Context: an optimization exercise on an open-source flow, tuned for small area. The choices shown serve that exercise and are no tape-out recipe. At most, simulation tests tie the RTL to the original design; equivalence was not proved. The clock input has no modelled driver; a real chip could not lean on it and would need a root buffer or a full tree. Power is estimated from default activity; no workload was simulated.

Design VGA, start of the top module:
module VGA(clock,sys_rst,switch,disp_RGB,hsync,vsync,up,down,left,right,middle,rst ,QC_OUT,QA_OUT);
input clock;     
input sys_rst;   
input[1:0]switch;
input rst;
output [7:0] QC_OUT;
output [3:0] QA_OUT;
input up,down,left,right,middle;
output[11:0]disp_RGB; 
output hsync; 
output vsync; 
reg [8:0] hbp;
reg [2:0] ha;
reg [6:0] vd;
reg [2:0] vc;
wire [6:0] hb = hbp[8:2];
wire vga_en = hbp[1] & hbp[0];
wire hb_end   = hbp[8] & hbp[7] & hbp[6] & (&hbp[4:0]);     
wire line_end = ha[2] & ha[1] & hbp[8] & (&hbp[5:0]);       
wire vd_end   = vd[6] & vd[5] & vd[4] & vd[2] & vd[1] & vd[0];  
wire frame_end = vc[2] & vd[5] & vd[3] & vd[2];               
always @(posedge clock)
    if (sys_rst) begin
        hbp <= 9'd2; ha <= 3'd0;
    end
    else if (line_end) begin
        hbp <= 9'd0; ha <= 3'd0;
    end
    else if (hb_end) begin
        hbp <= 9'd0; ha <= ha + 3'd1;
    end
    else hbp <= hbp + 9'd1;
always @(posedge clock)
    if (sys_rst) begin
        vd <= 7'd0; vc <= 3'd0;
    end
    else if (line_end) begin
        if (frame_end) begin
            vd <= 7'd0; vc <= 3'd0;
        end
        else if (vd_end) begin
            vd <= 7'd0; vc <= vc + 3'd1;
        end
        else vd <= vd + 7'd1;
    end
wire ha0 = (ha == 3'd0), ha1 = (ha == 3'd1), ha2 = (ha == 3'd2), ha3 = (ha == 3'd3),
     ha4 = (ha == 3'd4), ha5 = (ha == 3'd5), ha6 = (ha == 3'd6);
wire vc0 = (vc == 3'd0), vc1 = (vc == 3'd1), vc2 = (vc == 3'd2), vc3 = (vc == 3'd3),
     vc4 = (vc == 3'd4);
wire dat_act = ((ha1 & (hb >= 7'd23)) | ha2 | ha3 | ha4 | ha5 | (ha6 & (hb <= 7'd62))) &
               ((vc0 & (vd >= 7'd34)) | vc1 | vc2 | vc3 | (vc4 & (vd <= 7'd33)));
assign hsync = ~ha0 | (hb >= 7'd96);
  ...
==> flow/config.mk <==
export PLATFORM = sky130hd
export DESIGN_NAME = VGA
export DESIGN_NICKNAME = VGA
export VERILOG_FILES = /design/flow/design.v
export SDC_FILE = /design/flow/constraint.sdc
export NUM_CORES = 4
export LEC_CHECK = 0
export CAP_MARGIN = 20
export CORE_MARGIN = 2
export CORE_UTILIZATION = 40
export SLEW_MARGIN = 20
==> flow/constraint.sdc <==
create_clock -name core_clock -period 10.0 [get_ports {clock}]
set_input_delay 2.0000 -clock core_clock [delete_from_list [all_inputs] [get_ports {clock}]]
set_output_delay 2.0000 -clock core_clock [all_outputs]
set_load 0.01 [all_outputs]
standard.sh (not shown) runs the stock make flow with config.mk's settings and CLKGATE_MAP_FILE= SYNTH_SCRIPT=/design/flow/synth_recipe.tcl, a recipe that flattens the netlist after the stock synthesis.
==> flow/flow/run.sh <==
#!/bin/bash
# 1. standard synthesis (the standard flow's own, unchanged);
# 2. its combinational logic re-mapped by ABC for area: several scripts
#    (deepsyn, then area-oriented mapping) run in parallel and the smallest
#    netlist is kept; flip-flops are untouched (same cells, names, nets);
# 3. the standard layout from that netlist, with buf_1 port buffers and a
#    small two-level clock tree built by pre_cts.tcl in place of TritonCTS
#    (one clkbuf_2 root, four clkbuf_16 leaves of a quarter of the
#    flip-flops each).
# Every tool writes its full output to a log file here.
set -euo pipefail
F=$(cd "$(dirname "$0")" && pwd)
W=$(pwd)
R=$W/orfs/results/$FLOW_PLATFORM/VGA/base
LIB=$FLOW_HOME/platforms/$FLOW_PLATFORM/lib/sky130_fd_sc_hd__tt_025C_1v80.lib

bash standard.sh synth > synth.log 2>&1
cp $R/1_2_yosys.v $W/std_1_2_yosys.v

python3 $F/mkmodels.py $LIB $W/std_1_2_yosys.v $W/models.v > models.log 2>&1
DU=""
for c in $(sed -n '/DONT_USE_CELLS/,/^$/p' $FLOW_HOME/platforms/$FLOW_PLATFORM/config.mk | grep -o "sky130_fd_sc_hd__[a-z0-9_]*"); do
  DU="$DU -dont_use $c"
done
python3 $F/remap.py $W $LIB "$DU" ${NUM_CORES:-4} > remap.log 2>&1
cp $W/remap_1_2_yosys.v $R/1_2_yosys.v

bash standard.sh \
  "BUFFER_PORTS_ARGS=-buffer_cell sky130_fd_sc_hd__buf_1" \
  "PRE_CTS_TCL=$F/pre_cts.tcl" \
  finish > standard.log 2>&1
==> flow/flow/pre_cts.tcl <==
# Manual clock tree, built in place of TritonCTS (whose H-tree puts at most 15
# sinks on a leaf): the clock port drives one root clkbuf_2, which drives
# nx*ny clkbuf_16 leaf buffers, each clocking one group of flip-flops: the
# flip-flops are cut into nx columns by x, and each column into ny groups by y.
# Every flip-flop is one root and one leaf buffer from the port.
set nx 2
set ny 2
set block [ord::get_db_block]
set db [ord::get_db]
set clk_net [$block findNet clock]
set sinks {}
foreach it [$clk_net getITerms] {
  set inst [$it getInst]
  set loc [$inst getLocation]
  set w [[$inst getMaster] getWidth]
  set h [[$inst getMaster] getHeight]
  lappend sinks [list [expr {[lindex $loc 0] + $w / 2}] [expr {[lindex $loc 1] + $h / 2}] $it]
}
puts "manual clock tree: [llength $sinks] sinks"
set groups {}
set sinks [lsort -integer -index 0 $sinks]
set n [llength $sinks]
for {set i 0} {$i < $nx} {incr i} {
  set col [lsort -integer -index 1 [lrange $sinks [expr {$i * $n / $nx}] [expr {($i + 1) * $n / $nx - 1}]]]
  set m [llength $col]
  for {set j 0} {$j < $ny} {incr j} {
    lappend groups [lrange $col [expr {$j * $m / $ny}] [expr {($j + 1) * $m / $ny - 1}]]
  }
}
set nleaf [llength $groups]
set leaf_master [$db findMaster sky130_fd_sc_hd__clkbuf_16]
set root_master [$db findMaster sky130_fd_sc_hd__clkbuf_2]
set root_net [odb::dbNet_create $block clknet_root]
$root_net setSigType CLOCK
set sx 0; set sy 0
for {set g 0} {$g < $nleaf} {incr g} {
  set grp [lindex $groups $g]
  set cx 0; set cy 0
  foreach s $grp { incr cx [lindex $s 0]; incr cy [lindex $s 1] }
  set cx [expr {$cx / [llength $grp]}]; set cy [expr {$cy / [llength $grp]}]
  set buf [odb::dbInst_create $block $leaf_master clkbuf_leaf_$g]
  set net [odb::dbNet_create $block clknet_leaf_$g]
  $net setSigType CLOCK
  [$buf findITerm A] connect $root_net
  [$buf findITerm X] connect $net
  foreach s $grp {
    set it [lindex $s 2]
    $it disconnect
    $it connect $net
  }
  $buf setLocation $cx $cy
  $buf setPlacementStatus PLACED
  incr sx $cx; incr sy $cy
  puts "manual clock tree: leaf $g with [llength $grp] sinks at $cx $cy"
}
set root [odb::dbInst_create $block $root_master clkbuf_root]
[$root findITerm A] connect $clk_net
[$root findITerm X] connect $root_net
$root setLocation [expr {$sx / $nleaf}] [expr {$sy / $nleaf}]
$root setPlacementStatus PLACED
global_connect
set_propagated_clock [all_clocks]
# TritonCTS is not run: the tree above is the clock tree.
rename clock_tree_synthesis tritoncts_clock_tree_synthesis
proc clock_tree_synthesis { args } {
  puts "manual clock tree in place; clock_tree_synthesis $args skipped"
}
==> flow/flow/remap.py <==
#!/usr/bin/env python3
"""Re-map the combinational logic of the standard synthesis for area.

Runs yosys (remap.ys.in) with several ABC scripts in parallel, each in its own
folder with its own log, and copies the smallest result to remap_1_2_yosys.v.
Flip-flops are blackboxes in every run, so they keep their cells, names and nets.
usage: remap.py WORK LIB DONTUSE_ARGS JOBS
"""
import os, re, subprocess, sys, shutil
from concurrent.futures import ThreadPoolExecutor
work, lib, dontuse, jobs = sys.argv[1], sys.argv[2], sys.argv[3], int(sys.argv[4])
here = os.path.dirname(os.path.abspath(__file__))
tmpl = open(os.path.join(here, 'remap.ys.in')).read()
pre = 'strash; &get -n; &deepsyn -J %d -S %d; &put; dch -f'
maps = ['amap', '&get -n; &nf -p -R 1000 -E 10 -a; &put', '&get -n; &nf -p -R 1000 -E 20 -a; &put']
scripts = []
for seed in (0, 1, 2):
    for m in maps:
        scripts.append('%s; %s; topo' % (pre % (100, seed), m))
def run(i):
    d = os.path.join(work, 'remap_%02d' % i)
    os.makedirs(d, exist_ok=True)
    open(os.path.join(d, 'area.abc'), 'w').write(scripts[i] + '\n')
    ys = tmpl.replace('@IN@', os.path.join(work, 'std_1_2_yosys.v')).replace('@MODELS@', os.path.join(work, 'models.v'))
    ys = ys.replace('@WORK@', d).replace('@LIB@', lib).replace('@DONTUSE@', dontuse)
    open(os.path.join(d, 'remap.ys'), 'w').write(ys)
    with open(os.path.join(d, 'remap.log'), 'w') as log:
        r = subprocess.run(['yosys', '-s', os.path.join(d, 'remap.ys')], stdout=log, stderr=subprocess.STDOUT)
    try:
        area = float(re.search(r'Chip area for module .*?: ([\d.]+)', open(os.path.join(d, 'remap_stat.txt')).read()).group(1))
    except Exception:
        area = None
    return i, r.returncode, area
with ThreadPoolExecutor(jobs) as ex:
    res = list(ex.map(run, range(len(scripts))))
ok = [(a, i) for i, rc, a in res if rc == 0 and a is not None]
for i, rc, a in res:
    print('run %02d rc %d area %s script: %s' % (i, rc, a, scripts[i]))
best = min(ok)
print('best run %02d area %.3f' % (best[1], best[0]))
shutil.copy(os.path.join(work, 'remap_%02d' % best[1], 'remap_1_2_yosys.v'), os.path.join(work, 'remap_1_2_yosys.v'))
Other scripts of this flow, unchanged in this note and not shown: flow/flow/mkmodels.py, flow/flow/remap.ys.in
Next try:
--- a/flow/flow/run.sh
+++ b/flow/flow/run.sh
@@ -7,3 +7,3 @@
 #    small two-level clock tree built by pre_cts.tcl in place of TritonCTS
-#    (one clkbuf_2 root, four clkbuf_16 leaves of a quarter of the
+#    (one clkbuf_2 root, four buf_12 leaves of a quarter of the
 #    flip-flops each).
--- a/flow/flow/pre_cts.tcl
+++ b/flow/flow/pre_cts.tcl
@@ -2,3 +2,3 @@
 # sinks on a leaf): the clock port drives one root clkbuf_2, which drives
-# nx*ny clkbuf_16 leaf buffers, each clocking one group of flip-flops: the
+# nx*ny buf_12 leaf buffers, each clocking one group of flip-flops: the
 # flip-flops are cut into nx columns by x, and each column into ny groups by y.
@@ -30,3 +30,3 @@
 set nleaf [llength $groups]
-set leaf_master [$db findMaster sky130_fd_sc_hd__clkbuf_16]
+set leaf_master [$db findMaster sky130_fd_sc_hd__buf_12]
 set root_master [$db findMaster sky130_fd_sc_hd__clkbuf_2]
--- a/flow/flow/remap.py
+++ b/flow/flow/remap.py
@@ -16,3 +16,3 @@
 scripts = []
-for seed in (0, 1, 2):
+for seed in (0, 1, 2, 3, 4):
     for m in maps:
Total power drops slightly.
Worst setup slack improved by 0.010 ns.
Routed wire length barely changes.
Hold slack hardly moves.
Sequential cell count does not change.
Fmax is about the same.
Combinational power is about the same.
In every run of this note, the design's own scripts or RTL, not TritonCTS, make the clock network.

========
Another version of the RTL of VGA (not shown whole).
For scale: roughly 36 I/O pins, about 4000 sq um of cells after synthesis.
export LEC_CHECK = 0
export CAP_MARGIN = 20
export CORE_MARGIN = 2
export CORE_UTILIZATION = 40
export SLEW_MARGIN = 20
create_clock -name core_clock -period 10.0 [get_ports {clock}]
==> flow/flow/run.sh <==
#!/bin/bash
# 1. standard synthesis (the standard flow's own, unchanged);
# 2. its combinational logic re-mapped by ABC for area: several scripts
#    (deepsyn, then area-oriented mapping) run in parallel and the smallest
#    netlist is kept; flip-flops are untouched (same cells, names, nets);
# 3. the standard layout from that netlist, with buf_1 port buffers and a
#    small two-level clock tree built by pre_cts.tcl in place of TritonCTS
#    (one clkbuf_2 root, four buf_12 leaves of a quarter of the
#    flip-flops each).
# Every tool writes its full output to a log file here.
set -euo pipefail
F=$(cd "$(dirname "$0")" && pwd)
W=$(pwd)
R=$W/orfs/results/$FLOW_PLATFORM/VGA/base
LIB=$FLOW_HOME/platforms/$FLOW_PLATFORM/lib/sky130_fd_sc_hd__tt_025C_1v80.lib

bash standard.sh synth > synth.log 2>&1
cp $R/1_2_yosys.v $W/std_1_2_yosys.v

python3 $F/mkmodels.py $LIB $W/std_1_2_yosys.v $W/models.v > models.log 2>&1
DU=""
for c in $(sed -n '/DONT_USE_CELLS/,/^$/p' $FLOW_HOME/platforms/$FLOW_PLATFORM/config.mk | grep -o "sky130_fd_sc_hd__[a-z0-9_]*"); do
  DU="$DU -dont_use $c"
done
python3 $F/remap.py $W $LIB "$DU" ${NUM_CORES:-4} > remap.log 2>&1
cp $W/remap_1_2_yosys.v $R/1_2_yosys.v

bash standard.sh \
  "BUFFER_PORTS_ARGS=-buffer_cell sky130_fd_sc_hd__buf_1" \
  "PRE_CTS_TCL=$F/pre_cts.tcl" \
  finish > standard.log 2>&1
==> flow/flow/remap.py <==
#!/usr/bin/env python3
"""Re-map the combinational logic of the standard synthesis for area.

Runs yosys (remap.ys.in) with several ABC scripts in parallel, each in its own
folder with its own log, and copies the smallest result to remap_1_2_yosys.v.
Flip-flops are blackboxes in every run, so they keep their cells, names and nets.
usage: remap.py WORK LIB DONTUSE_ARGS JOBS
"""
import os, re, subprocess, sys, shutil
from concurrent.futures import ThreadPoolExecutor
work, lib, dontuse, jobs = sys.argv[1], sys.argv[2], sys.argv[3], int(sys.argv[4])
here = os.path.dirname(os.path.abspath(__file__))
tmpl = open(os.path.join(here, 'remap.ys.in')).read()
pre = 'strash; &get -n; &deepsyn -J %d -S %d; &put; dch -f'
maps = ['amap', '&get -n; &nf -p -R 1000 -E 10 -a; &put', '&get -n; &nf -p -R 1000 -E 20 -a; &put',
        '&get -n; &nf -p -R 1000 -E 10 -a -F 8 -A 8; &put']
scripts = []
for seed in (0, 1, 2):
    for m in maps:
        scripts.append('%s; %s; topo' % (pre % (100, seed), m))
def run(i):
    d = os.path.join(work, 'remap_%02d' % i)
    os.makedirs(d, exist_ok=True)
    open(os.path.join(d, 'area.abc'), 'w').write(scripts[i] + '\n')
    ys = tmpl.replace('@IN@', os.path.join(work, 'std_1_2_yosys.v')).replace('@MODELS@', os.path.join(work, 'models.v'))
    ys = ys.replace('@WORK@', d).replace('@LIB@', lib).replace('@DONTUSE@', dontuse)
    open(os.path.join(d, 'remap.ys'), 'w').write(ys)
    with open(os.path.join(d, 'remap.log'), 'w') as log:
        r = subprocess.run(['yosys', '-s', os.path.join(d, 'remap.ys')], stdout=log, stderr=subprocess.STDOUT)
    try:
        area = float(re.search(r'Chip area for module .*?: ([\d.]+)', open(os.path.join(d, 'remap_stat.txt')).read()).group(1))
    except Exception:
        area = None
    return i, r.returncode, area
with ThreadPoolExecutor(jobs) as ex:
    res = list(ex.map(run, range(len(scripts))))
ok = [(a, i) for i, rc, a in res if rc == 0 and a is not None]
for i, rc, a in res:
    print('run %02d rc %d area %s script: %s' % (i, rc, a, scripts[i]))
best = min(ok)
print('best run %02d area %.3f' % (best[1], best[0]))
shutil.copy(os.path.join(work, 'remap_%02d' % best[1], 'remap_1_2_yosys.v'), os.path.join(work, 'remap_1_2_yosys.v'))
Other scripts of this flow, unchanged in this note and not shown: flow/flow/mkmodels.py, flow/flow/pre_cts.tcl, flow/flow/remap.ys.in
Change:
--- a/flow/flow/remap.py
+++ b/flow/flow/remap.py
@@ -14,4 +14,3 @@
 pre = 'strash; &get -n; &deepsyn -J %d -S %d; &put; dch -f'
-maps = ['amap', '&get -n; &nf -p -R 1000 -E 10 -a; &put', '&get -n; &nf -p -R 1000 -E 20 -a; &put',
-        '&get -n; &nf -p -R 1000 -E 10 -a -F 8 -A 8; &put']
+maps = ['amap', '&get -n; &nf -p -R 1000 -E 10 -a; &put', '&get -n; &nf -p -R 1000 -E 20 -a; &put']
 scripts = []
What happened:
- The new run completed without violations
- synthesized cell count went up by 0.43%
- synthesized area is about the same
- final area is about the same
In every run of this note, the design's own scripts or RTL, not TritonCTS, make the clock network.

========
== the baseline ==
The RTL this note starts from:
==> flow/design.v <==
`timescale 1ns / 1ps
module VGA(clock,sys_rst,switch,disp_RGB,hsync,vsync,up,down,left,right,middle,rst ,QC_OUT,QA_OUT);
input clock;     
input sys_rst;   
input[1:0]switch;
input rst;
output [7:0] QC_OUT;
output [3:0] QA_OUT;
input up,down,left,right,middle;
output[11:0]disp_RGB; 
output hsync; 
output vsync; 
reg [8:0] hbp;
reg [2:0] ha;
reg [6:0] vd;
reg [2:0] vc;
wire [6:0] hb = hbp[8:2];
wire vga_en = hbp[1] & hbp[0];
wire hb_end   = hbp[8] & hbp[7] & hbp[6] & (&hbp[4:0]);     
wire line_end = ha[2] & ha[1] & hbp[8] & (&hbp[5:0]);       
wire vd_end   = vd[6] & vd[5] & vd[4] & vd[2] & vd[1] & vd[0];  
wire frame_end = vc[2] & vd[5] & vd[3] & vd[2];               
always @(posedge clock)
    if (sys_rst) begin
        hbp <= 9'd2; ha <= 3'd0;
    end
    else if (line_end) begin
        hbp <= 9'd0; ha <= 3'd0;
    end
    else if (hb_end) begin
        hbp <= 9'd0; ha <= ha + 3'd1;
    end
    else hbp <= hbp + 9'd1;
always @(posedge clock)
    if (sys_rst) begin
        vd <= 7'd0; vc <= 3'd0;
    end
    else if (line_end) begin
        if (frame_end) begin
            vd <= 7'd0; vc <= 3'd0;
        end
        else if (vd_end) begin
            vd <= 7'd0; vc <= vc + 3'd1;
        end
        else vd <= vd + 7'd1;
    end
wire ha0 = (ha == 3'd0), ha1 = (ha == 3'd1), ha2 = (ha == 3'd2), ha3 = (ha == 3'd3),
     ha4 = (ha == 3'd4), ha5 = (ha == 3'd5), ha6 = (ha == 3'd6);
wire vc0 = (vc == 3'd0), vc1 = (vc == 3'd1), vc2 = (vc == 3'd2), vc3 = (vc == 3'd3),
     vc4 = (vc == 3'd4);
wire dat_act = ((ha1 & (hb >= 7'd23)) | ha2 | ha3 | ha4 | ha5 | (ha6 & (hb <= 7'd62))) &
               ((vc0 & (vd >= 7'd34)) | vc1 | vc2 | vc3 | (vc4 & (vd <= 7'd33)));
assign hsync = ~ha0 | (hb >= 7'd96);
assign vsync = ~vc0 | (vd >= 7'd2);
reg [1:0] m;
always @(posedge clock) begin
    m[0] <= ~(sys_rst | m[0] | m[1]);
    m[1] <= ~sys_rst & m[0];
end
wire t6_2 = ~hbp[0] & m[1];    
wire t6_1 =  hbp[0] & m[0];    
reg [14:0] l1s;               
wire l1s_end = ((l1s ^ 15'b010010110101100) & 15'b011111111101111) == 15'd0;
always @(posedge clock)
    l1s <= (sys_rst | l1s_end) ? 15'd0 : {~l1s[13:0], ~(l1s[14] ^ l1s[0])};
wire en_1s = l1s_end & t6_2;
reg [10:0] l50;               
wire l50_end = ((l50 ^ 11'b00110100111) & 11'b10110111111) == 11'd0;
always @(posedge clock)
    l50 <= (sys_rst | l50_end) ? 11'd0 : {~l50[9:0], l50[10] ^ l50[7]};
wire en_50ms = l50_end & t6_2;
reg [6:0] l96;                
wire l96_end = ((l96 ^ 7'b1000010) & 7'b1111010) == 7'd0;    
wire l96_65  = ((l96 ^ 7'b0011100) & 7'b0111101) == 7'd0;    
always @(posedge clock)
    l96 <= (sys_rst | l96_end) ? 7'd0 : {~l96[5:0], ~(l96[6] ^ l96[5])};
wire en_96hz = l96_end & t6_2;    
wire pre_96  = l96_65 & t6_1;     
reg [4:0] idx;
reg [2:0] weizhi;
always @* begin
    case(idx)
    5'd0:  weizhi=0;
    5'd1:  weizhi=4;
    5'd2:  weizhi=2;
    5'd3:  weizhi=1;
    5'd4:  weizhi=3;
    5'd5:  weizhi=0;
    5'd6:  weizhi=4;
    5'd7:  weizhi=1;
    5'd8:  weizhi=2;
    5'd9:  weizhi=4;
    5'd10: weizhi=0;
    5'd11: weizhi=2;
    5'd12: weizhi=1;
    5'd13: weizhi=3;
    5'd14: weizhi=1;
    5'd15: weizhi=0;
    5'd16: weizhi=3;
    5'd17: weizhi=2;
    5'd18: weizhi=1;
    5'd19: weizhi=4;
    default: weizhi=0;
    endcase
end
reg [1:0] s_t;  reg [3:0] s_u;
reg [1:0] c_t;  reg [3:0] c_u;
reg flag, flag_kaishi, flag_jieshu;
wire s_is30 = s_t[1] & s_t[0] & (s_u == 4'd0);
wire c_is0  = (c_t == 2'd0) & (c_u == 4'd0);
always @(posedge clock)
    if (sys_rst) begin
        idx <= 5'd31;
        s_t <= 2'd0; s_u <= 4'd0;
    end
    else if (en_1s) begin
        idx <= (idx == 5'd19) ? 5'd0 : idx + 5'd1;
        if (rst || s_is30) begin
            s_t <= 2'd0; s_u <= 4'd0;
        end
        else if (flag) begin
            if (s_u == 4'd9) begin
                s_u <= 4'd0; s_t <= s_t + 2'd1;
            end
            else s_u <= s_u + 4'd1;
        end
    end
always @(posedge clock)
    if (sys_rst || rst) begin
        c_t <= 2'd3; c_u <= 4'd0;
    end
    else if (en_1s && flag_kaishi && !c_is0) begin
        if (c_u == 4'd0) begin
            c_u <= 4'd9; c_t <= c_t - 2'd1;
        end
        else c_u <= c_u - 4'd1;
    end
reg [2:0] pos;
always @(posedge clock)
    if (sys_rst) begin
        pos <= 3'd5;
        flag <= 1'b0;
    end
    else if (en_50ms) begin
        pos <= weizhi;
        case (weizhi)
        3'd0: flag <= up;
        3'd1: flag <= left;
        3'd2: flag <= middle;
        3'd3: flag <= right;
        default: flag <= down;
        endcase
    end
wire hin = (hb >= 7'd30) && (hb <= 7'd90);
wire vin = (vd <= 7'd60);
reg inblock;
always @* begin
    case (pos)
    3'd0: inblock = ha3 & vc1;    
    3'd1: inblock = ha2 & vc2;    
    3'd2: inblock = ha3 & vc2;    
    3'd3: inblock = ha4 & vc2;    
    3'd4: inblock = ha3 & vc3;    
    default: inblock = ha2 & vc1;
    endcase
    inblock = inblock & hin & vin;
end
reg xa, xb;        
always @(posedge clock) begin
    xa <= ~inblock | flag;
    xb <= ~inblock | ~flag;
end
wire v_dat = (ha1 & (hb >= 7'd102)) | ((ha2 | ha3 | ha4) & (hb != 7'd1)) |
             (ha5 & (hb <= 7'd20) & (hb != 7'd1));
reg h_dat;
always @(posedge clock)
    if (vga_en)
        h_dat <= (vd != 7'd90) &
                 ((vc0 & (vd >= 7'd71)) | vc1 | vc2 | (vc3 & (vd <= 7'd109)));
wire hv = h_dat & v_dat;
wire go = flag_kaishi | up | down | left | right | middle;
reg d1a, d1b;      
always @(posedge clock)
    if (sys_rst) begin
        d1a <= 1'b0; d1b <= 1'b0;
        flag_kaishi <= 1'b0;
        flag_jieshu <= 1'b0;
    end
    else begin
        if (rst) begin
            d1a <= hv; d1b <= hv;
        end
        else if (go && !flag_jieshu) begin
            d1a <= hv & xa; d1b <= hv & xb;
        end
        flag_kaishi <= (!rst && (up || flag_kaishi)) || down || left || right || middle;
        flag_jieshu <= c_is0 || (!rst && flag_jieshu);
    end
reg da, db, ds;    
always @(posedge clock) begin
    da <= d1a; db <= d1b;
    ds <= switch[1] & switch[0];
end
wire pr = dat_act & ~ds & da;
wire pg = dat_act & ~ds & db;
wire pb = dat_act & ~ds & da & db;
assign disp_RGB = {pr, pr | (dat_act & ds), pr | (dat_act & ds), pr,
                   pg, pg | (dat_act & ds), pg, pg | (dat_act & ds),
                   pb, pb, pb | (dat_act & ds), pb};
reg [3:0] qa;
assign QA_OUT = qa;
always @(posedge clock)
    if (sys_rst) qa <= 4'b0000;
    else if (en_96hz) qa <= {qa[2:0], qa[3] | (qa == 4'b0000)};
reg [3:0] q;
always @(posedge clock)
    if (sys_rst) q <= 4'd0;
    else if (pre_96)
        case (1'b1)
        qa[0]: q <= {2'b00, s_t};
        qa[1]: q <= c_u;
        qa[2]: q <= {2'b00, c_t};
        qa[3]: q <= s_u;
        default: ;
        endcase
reg [3:0] qd;
always @(posedge clock)
    if (sys_rst) qd <= 4'd15;
    else if (vga_en) qd <= q;
reg [6:0] seg;
always @* begin
    case (qd)
    4'd0: seg = 7'b1111110;
    4'd1: seg = 7'b0110000;
    4'd2: seg = 7'b1101101;
    4'd3: seg = 7'b1111001;
    4'd4: seg = 7'b0110011;
    4'd5: seg = 7'b1011011;
    4'd6: seg = 7'b1011111;
    4'd7: seg = 7'b1110000;
    4'd8: seg = 7'b1111111;
    4'd9: seg = 7'b1111011;
    default: seg = 7'b0000000;
    endcase
end
assign QC_OUT = {seg, 1'b0};
endmodule
Settings: LEC_CHECK=0, CAP_MARGIN=20, CORE_MARGIN=2, CORE_UTILIZATION=40, SLEW_MARGIN=20; clock period 10.0 ns.
==> flow/flow/run.sh <==
#!/bin/bash
# Standard layout, with buf_1 port buffers and a smaller clock tree
# (clkbuf_16, large sink clusters, no dummy loads).
set -euo pipefail
bash standard.sh \
  "BUFFER_PORTS_ARGS=-buffer_cell sky130_fd_sc_hd__buf_1" \
  "CTS_ARGS=-sink_clustering_enable -repair_clock_nets -dont_use_dummy_load -buf_list sky130_fd_sc_hd__clkbuf_16 -sink_clustering_size 100 -sink_clustering_max_diameter 500" \
  finish > standard.log 2>&1
The baseline reached the final stage; the timing, DRC and antenna checks on its layout passed.
## Diff of input files: the candidate against the baseline
==> flow/flow/run.sh <==
#!/bin/bash
# Standard layout, with buf_1 port buffers and a smaller clock tree
# (clkbuf_8, large sink clusters, no dummy loads).
set -euo pipefail
bash standard.sh \
  "BUFFER_PORTS_ARGS=-buffer_cell sky130_fd_sc_hd__buf_1" \
  "CTS_ARGS=-sink_clustering_enable -repair_clock_nets -dont_use_dummy_load -buf_list sky130_fd_sc_hd__clkbuf_8 -sink_clustering_size 60 -sink_clustering_max_diameter 200" \
  finish > standard.log 2>&1
## What came out
- The baseline: full flow OK, the timing, DRC and antenna checks passed
- The candidate did not stop at any stage, and its layout met the timing, DRC and antenna checks.
- Clock network power was higher in the baseline than in the candidate.
- On global-route wire length before repair, the candidate does better than the baseline.
- Looking at worst setup margin across the candidate and the baseline, the one that comes out lower is the baseline.
No run of this note included a check of the RTL's function; only the layout flow was run.

==> static timing again, ports no longer ideal <==
The results above use ideal ports. As a check the final layouts listed here were re-extracted and re-timed, cells and wires unchanged. Step 1 sets driving cells, clkbuf_16 on the clock port and buf_2 on the other inputs (assumed; they add their load-dependent delay and slew). Step 2 times the ports against the registers' clock, not the clock port: input delays grow and output delays shrink by t, the midpoint of the rising clock arrivals with the driver on. Three values: ideal, step 1, step 2; two values: the first two.
run	t, ns	slack for setup (ns)	worst data-port slew with drivers (ns)	pins driven straight from the clock port
the first run of note 1	0.545	5.670 / 5.641 / 6.186	0.05	1
the second run of note 1	0.522	5.681 / 5.652 / 6.174	0.05	1
the first run of note 2	0.526	5.656 / 5.627 / 6.153	0.03	1
the second run of note 2	0.528	5.327 / 5.300 / 5.628	0.04	1
the baseline	0.375	5.580 / 5.596 / 5.221	0.03	1
the candidate	0.395	5.643 / 5.625 / 5.259	0.03	1
After both steps setup and hold are still met in every run listed. The setup slack of the candidate, which loses most, moves by -0.018 ns with the drivers and by -0.384 ns with both steps.
